Background: an optimization exercise with open tools, aiming at small area. Do not read the settings as production practice. At most, simulation tests tie the RTL to the original design; equivalence was not proved.

Design fir_filter, start of the top module:
module fir_filter (
    input fir_clk,
    input rst_active_low,
    input signed [29:0] data_in,
    output signed [61:0] data_out
);
reg [29:0] X0;
reg [29:0] X1;
reg [29:0] X2;
reg [29:0] X3;
reg [29:0] X4;
reg [29:0] X5;
reg [29:0] X6;
reg [29:0] X7;
reg [29:0] X8;
reg [29:0] X9;
reg [29:0] X10;
reg [29:0] X11;
reg [29:0] X12;
reg [29:0] X13;
reg [29:0] X14;
reg [29:0] X15;
reg [29:0] X16;
reg [29:0] X17;
reg [29:0] X18;
reg [29:0] X19;
reg [29:0] X20;
reg [29:0] X21;
reg [29:0] X22;
reg [29:0] X23;
reg [29:0] X24;
reg [29:0] X25;
reg [29:0] X26;
reg [29:0] X27;
reg [29:0] X28;
reg [29:0] X29;
reg [29:0] X30;
reg [29:0] X31;
reg [29:0] X32;
reg [29:0] X33;
reg [29:0] X34;
reg [29:0] X35;
reg [29:0] X36;
reg [29:0] X37;
reg [29:0] X38;
always @(posedge fir_clk) begin
    X0 <= {~data_in[29], data_in[28:0]};
    X1 <= X0;
    X2 <= X1;
    X3 <= X2;
    X4 <= X3;
    X5 <= X4;
    X6 <= X5;
    X7 <= X6;
  ...
For scale: about 4500 cells after synthesis, about 94 I/O pins, ~78000 um2 of cells after synthesis.
Settings: LEC_CHECK=0, CAP_MARGIN=35, CORE_MARGIN=2, CORE_UTILIZATION=60, CTS_BUF_LIST=sky130_fd_sc_hd__clkbuf_16, CTS_CLUSTER_DIAMETER=50, CTS_CLUSTER_SIZE=24, SLEW_MARGIN=35, SYNTH_HIERARCHICAL=1; clock period 10.0 ns.
run.sh (not shown) runs the stock make flow with config.mk's settings and CLKGATE_MAP_FILE= SYNTH_SCRIPT=/design/flow/synth_recipe.tcl, a recipe that flattens the netlist after the stock synthesis.
The starting point produced a clean layout.
==> next run, changes <==
CTS_CLUSTER_DIAMETER = 60   (was 50)
CTS_CLUSTER_SIZE = 30   (was 24)
The new run produced a clean layout.
Utilization came out lower by 0.82 points.
Via count goes down slightly.
Clock skew stays flat.
Worst setup slack improves by 11 ps.
First-iteration DRC count is about the same.
Die area does not change.
No run of this note included a check of the RTL's function; only the layout flow was run.

========
fir_filter, a different RTL version from the one above (not shown whole).
Size in the first run: about 94 I/O pins.
make LEC_CHECK=0 CAP_MARGIN=35 CORE_MARGIN=2 CORE_UTILIZATION=60 CTS_BUF_LIST=sky130_fd_sc_hd__clkbuf_16 CTS_CLUSTER_DIAMETER=60 CTS_CLUSTER_SIZE=30 SLEW_MARGIN=35 SYNTH_HIERARCHICAL=1 finish   # period 10.0 ns
The starting point completed without violations.
Rerun with:
==> flow/flow/run.sh (new file) <==
#!/bin/bash
set -e
export CTS_ARGS="-sink_clustering_enable -repair_clock_nets -dont_use_dummy_load -sink_clustering_size 40 -sink_clustering_max_diameter 70 -buf_list sky130_fd_sc_hd__clkbuf_16"
export BUFFER_PORTS_ARGS="-buffer_cell sky130_fd_sc_hd__buf_1"
bash standard.sh > standard_flow.log 2>&1
==> flow/standard.sh (new file) <==
#!/bin/bash
# synth_recipe.tcl (not shown) runs the flow's synth.tcl, then flattens the netlist and writes it again
# the make line also repeats each setting of config.mk as NAME=value (left out here)
make -C /OpenROAD-flow-scripts/flow DESIGN_CONFIG=/design/flow/config.mk WORK_HOME=/design/flow/orfs CLKGATE_MAP_FILE= SYNTH_SCRIPT=/design/flow/synth_recipe.tcl "${@:-finish}"
removed: flow/run.sh
After rerunning: The new run finished with antenna rules left. Final cell count came out lower by 2.0%. Flip-flop and latch count stays the same. Setup slack degrades by 0.066 ns. Fmax decreases by 0.71%. Routed wire length is about the same. Design area went down by 3.3%. Die area is unchanged. Via count shrinks by 2.1%.
Rerun with:
==> flow/flow/run.sh (replaced) <==
#!/bin/bash
set -e
export CTS_ARGS="-sink_clustering_enable -repair_clock_nets -dont_use_dummy_load -sink_clustering_size 35 -sink_clustering_max_diameter 75 -buf_list sky130_fd_sc_hd__clkbuf_16"
export BUFFER_PORTS_ARGS="-buffer_cell sky130_fd_sc_hd__buf_1"
bash standard.sh > standard_flow.log 2>&1
CORE_UTILIZATION = 65   (was 60)
Now the flow finished clean.
Non-clock buffer count does not change.
Final area shrinks by 0.85%.
Via count rose by 1.3%.
Final cell count goes down by 2.6%.
Clock-buffer cell count falls by 20.
Rerun with:
==> flow/flow/run.sh (replaced) <==
#!/bin/bash
set -e
export CTS_ARGS="-sink_clustering_enable -repair_clock_nets -dont_use_dummy_load -sink_clustering_size 30 -sink_clustering_max_diameter 90 -buf_list sky130_fd_sc_hd__clkbuf_16"
export BUFFER_PORTS_ARGS="-buffer_cell sky130_fd_sc_hd__buf_1"
bash standard.sh > standard_flow.log 2>&1
CORE_UTILIZATION = 60   (was 65)
Outcome:
- flip-flop and latch count does not change
- wire length climbs slightly
- synthesized cell count stays the same
- design area stays flat
- global-route usage decreases by 2.2 points
- clock skew went down by 0.025 ns
Rerun with:
==> flow/run.sh (new file) <==
#!/bin/bash
# synth_recipe.tcl (not shown) runs the flow's synth.tcl, then flattens the netlist and writes it again
# the make line also repeats each setting of config.mk as NAME=value (left out here)
make -C /OpenROAD-flow-scripts/flow DESIGN_CONFIG=/design/flow/config.mk WORK_HOME=/design/flow/orfs CLKGATE_MAP_FILE= SYNTH_SCRIPT=/design/flow/synth_recipe.tcl finish
CORE_UTILIZATION = 75   (was 60)
CTS_CLUSTER_SIZE = 40   (was 30)
removed: flow/flow/run.sh
removed: flow/standard.sh
=> Worst setup slack loses 0.21 ns; cell area rises by 3.4%; flip-flop and latch count is unchanged; wire length rises by 16%; non-clock buffer count falls by 1; synthesized area stays the same; fmax falls by 2.2%.
Rerun with:
==> flow/flow/run.sh (new file) <==
#!/bin/bash
set -e
export CTS_ARGS="-sink_clustering_enable -repair_clock_nets -dont_use_dummy_load -sink_clustering_size 30 -sink_clustering_max_diameter 60 -buf_list sky130_fd_sc_hd__clkbuf_16"
export BUFFER_PORTS_ARGS="-buffer_cell sky130_fd_sc_hd__buf_1"
bash standard.sh > standard_flow.log 2>&1
==> flow/standard.sh (new file) <==
#!/bin/bash
# synth_recipe.tcl (not shown) runs the flow's synth.tcl, then flattens the netlist and writes it again
# the make line also repeats each setting of config.mk as NAME=value (left out here)
make -C /OpenROAD-flow-scripts/flow DESIGN_CONFIG=/design/flow/config.mk WORK_HOME=/design/flow/orfs CLKGATE_MAP_FILE= SYNTH_SCRIPT=/design/flow/synth_recipe.tcl "${@:-finish}"
CORE_UTILIZATION = 60   (was 75)
CTS_CLUSTER_SIZE = 30   (was 40)
removed: flow/run.sh
Effect:
- worst setup slack improved by 0.19 ns
- final area fell by 1.7%
- core utilization falls by 18 points
- non-clock buffer count increases by 1
- area after synthesis does not change
- clock skew went up by 0.054 ns

what the ideal ports hide:
How much do the figures lean on ideal ports? The routed layouts below were timed once more, with nothing changed but the port constraints.
Step 1 sets driving cells, clkbuf_16 on the clock port and buf_2 on the other inputs (assumed; they add their load-dependent delay and slew).
Step 2 also shifts input and output timing later by t, the mid clock arrival at the registers, as if the neighbouring blocks saw the same clock.
Slacks: no drivers / after step 1 / after step 2; pairs: no drivers / after step 1.
run | t, ns | slack for setup (ns) | worst setup path after step 2 | slew at the worst register clock pin (ns) | pins driven straight from the clock port
the first run of note 1 | 0.855 | 1.032 / 0.951 / 1.557 | register to register | 0.09 / 0.09 | 1
the second run of note 1 | 0.832 | 1.043 / 0.971 / 1.574 | register to register | 0.11 / 0.11 | 1
the first run of note 2 | 0.821 | 0.747 / 0.747 / 0.747 | register to register | 0.10 / 0.10 | 1
the second run of note 2 | 0.758 | 0.681 / 0.681 / 0.681 | register to register | 0.12 / 0.12 | 1
the third run of note 2 | 0.722 | 0.635 / 0.635 / 0.635 | register to register | 0.12 / 0.12 | 1
the fourth run of note 2 | 0.738 | 0.708 / 0.708 / 0.708 | register to register | 0.13 / 0.13 | 1
the fifth run of note 2 | 0.806 | 0.496 / 0.496 / 0.496 | register to register | 0.12 / 0.12 | 1
the sixth run of note 2 | 0.781 | 0.684 / 0.684 / 0.684 | register to register | 0.11 / 0.11 | 1
